From an optimization exercise on the open Yosys and OpenROAD flow, aimed at small area and a short achievable clock period; shortcuts taken in it are not production practice.
Only simulation tests tie the RTL to the original design; equivalence was not proved.

== the reference run ==
## MAC
module MAC(A,B,out,clk,reset);
	input [15:0] A,B;
	input clk,reset;
	output [35:0] out;
	reg [35:0] acc;
	wire [35:0] nxt;
	always @(posedge clk or posedge reset)
	begin
		if(reset)
			acc <= 36'd0;
		else
			acc <= nxt;
	end
	assign out = acc;
	wire [255:0] pp;
	genvar gi;
	wire [15:0] An0, Bn0;
	NOT16 ina0(A, An0);
	NOT16 inb0(B, Bn0);
	wire [15:0] An1, Bn1;
	NOT16 ina1(A, An1);
	NOT16 inb1(B, Bn1);
	genvar gj;
	generate for (gi = 0; gi < 16; gi = gi + 1) begin : ppg
		for (gj = 0; gj < 16; gj = gj + 1) begin : ppc
			wire an, bn;
			assign an = (gi * 2 / 16 == 0) ? An0[gj] : An1[gj];
			assign bn = (gj * 2 / 16 == 0) ? Bn0[gi] : Bn1[gi];
			assign pp[16*gi+gj] = ~(an | bn);
		end
	end endgenerate
	wire hs1;
	wire hc2;
	wire fs3;
	wire fc4;
	wire hs5;
	wire hc6;
	wire fs7;
	wire fc8;
	wire fs9;
	wire fc10;
	wire hs11;
	wire hc12;
	wire fs13;
	wire fc14;
	wire fs15;
	wire fc16;
	wire fs17;
	wire fc18;
	wire hs19;
	wire hc20;
	wire fs21;
	wire fc22;
	wire fs23;
	wire fc24;
	wire fs25;
	wire fc26;
	wire fs27;
	wire fc28;
	wire hs29;
	wire hc30;
	wire fs31;
	wire fc32;
	wire fs33;
	wire fc34;
	wire fs35;
	wire fc36;
	wire fs37;
	wire fc38;
	wire fs39;
	wire fc40;
	wire hs41;
	wire hc42;
	wire fs43;
	wire fc44;
	wire fs45;
	wire fc46;
	wire fs47;
	wire fc48;
	wire fs49;
	wire fc50;
	wire fs51;
	wire fc52;
	wire fs53;
	wire fc54;
	wire hs55;
	wire hc56;
	wire fs57;
	wire fc58;
	wire fs59;
	wire fc60;
	wire fs61;
	wire fc62;
	wire fs63;
	wire fc64;
	wire fs65;
	wire fc66;
	wire fs67;
	wire fc68;
	wire fs69;
	wire fc70;
	wire hs71;
	wire hc72;
	wire fs73;
	wire fc74;
	wire fs75;
	wire fc76;
	wire fs77;
	wire fc78;
	wire fs79;
	wire fc80;
	wire fs81;
	wire fc82;
	wire fs83;
	wire fc84;
	wire fs85;
	wire fc86;
	wire fs87;
	wire fc88;
	wire hs89;
	wire hc90;
	wire fs91;
  ...
Size: roughly 830 cells after synthesis, ~36 flip-flops, roughly 8300 um2 of cells after synthesis.
export LEC_CHECK = 0
export CAP_MARGIN = 20
export CORE_MARGIN = 2
export CORE_UTILIZATION = 65
export CTS_BUF_LIST = sky130_fd_sc_hd__clkbuf_2 sky130_fd_sc_hd__clkbuf_4 sky130_fd_sc_hd__clkbuf_8
export SLEW_MARGIN = 20
export SYNTH_HIERARCHICAL = 1
export SYNTH_MINIMUM_KEEP_SIZE = 0
create_clock -name core_clock -period 19.0 [get_ports {clk}]
standard.sh (not shown) runs the stock make flow with config.mk's settings and CLKGATE_MAP_FILE= SYNTH_SCRIPT=/design/flow/synth_recipe.tcl, a recipe that flattens the netlist after the stock synthesis.
==> flow/flow/run.sh <==
#!/bin/bash
# The standard layout (standard synthesis, floorplan, place, CTS, route) with two changes:
# repair_timing is asked for a larger setup slack than 0 (flow/setup_margin.txt) so that it
# keeps shortening the critical path, and the port buffers that every input and output gets
# are sky130_fd_sc_hd__buf_1 (flow/port_buffer.txt) instead of the delay cell buffer_ports
# picks by default; repair_timing then sizes the ones on critical paths.
# Make's full output goes to make_finish.log; each tool's own log is under orfs/logs/.
set -euo pipefail
MARGIN=$(cat flow/setup_margin.txt)
PBUF=$(cat flow/port_buffer.txt)
bash standard.sh SETUP_SLACK_MARGIN=$MARGIN "BUFFER_PORTS_ARGS=-buffer_cell $PBUF" finish > make_finish.log 2>&1
==> flow/flow/port_buffer.txt <==
sky130_fd_sc_hd__buf_1
==> flow/flow/setup_margin.txt <==
10
Relative to the reference run, the following input files were edited for the trial run:
--- a/flow/design.v
+++ b/flow/design.v
@@ -1,12 +1,7 @@
-module NOT16(a, y);
-	input [15:0] a;
-	output [15:0] y;
-	assign y = ~a;
-endmodule
 module FA(A,B,C,sum, carry);
 	input A,B,C;
 	output sum,carry;
 	assign sum = A^B^C;
 	assign carry = (A&B) | (B&C) | (C&A);
 endmodule
 module HA(A,B,sum, carry);
@@ -27,28 +22,16 @@
 			acc <= 36'd0;
 		else
 			acc <= nxt;
 	end
 	assign out = acc;
 	wire [255:0] pp;
 	genvar gi;
-	wire [15:0] An0, Bn0;
-	NOT16 ina0(A, An0);
-	NOT16 inb0(B, Bn0);
-	wire [15:0] An1, Bn1;
-	NOT16 ina1(A, An1);
-	NOT16 inb1(B, Bn1);
-	genvar gj;
 	generate for (gi = 0; gi < 16; gi = gi + 1) begin : ppg
-		for (gj = 0; gj < 16; gj = gj + 1) begin : ppc
-			wire an, bn;
-			assign an = (gi * 2 / 16 == 0) ? An0[gj] : An1[gj];
-			assign bn = (gj * 2 / 16 == 0) ? Bn0[gi] : Bn1[gi];
-			assign pp[16*gi+gj] = ~(an | bn);
-		end
+		assign pp[16*gi+15:16*gi] = A & {16{B[gi]}};
 	end endgenerate
 	wire hs1;
 	wire hc2;
 	wire fs3;
 	wire fc4;
 	wire hs5;
 	wire hc6;
### Flow results
Every stage of the flow completed for the trial run, and the final layout passed the timing, design-rule and antenna checks. Diff the reference run and the trial run: global routing usage on met2 lower in the reference run. The trial run against the reference run: fraction of met3 tracks used by global routing went up 2.2 points, proportion of cell area occupied by multi-input gates went up 3.1 points, final worst setup slack went up 0.020 ns.

what the ideal ports hide:
In the flow no input, the clock included, has a driving cell. The finished layouts below were timed again as built, in two steps.
Step 1 (the two cells are an assumption about what drives the block):
set clk [get_ports {clk}]
set_driving_cell -lib_cell sky130_fd_sc_hd__clkbuf_16 $clk
set_driving_cell -lib_cell sky130_fd_sc_hd__buf_2 [delete_from_list [all_inputs] $clk]
Step 2 also shifts input and output timing later by t, the mid clock arrival at the registers, as if the neighbouring blocks saw the same clock.
Slacks: no drivers / after step 1 / after step 2; pairs: no drivers / after step 1.
run	t (ns)	slack for setup (ns)	worst register clock-pin slew, ns
the reference run	0.352	10.163 / 10.181 / 9.829	0.10 / 0.10
the trial run	0.362	10.182 / 10.187 / 9.825	0.10 / 0.10
After both steps setup and hold are still met in every run listed. The setup slack of the trial run, which loses most, moves by +0.005 ns with the drivers and by -0.357 ns with both steps.
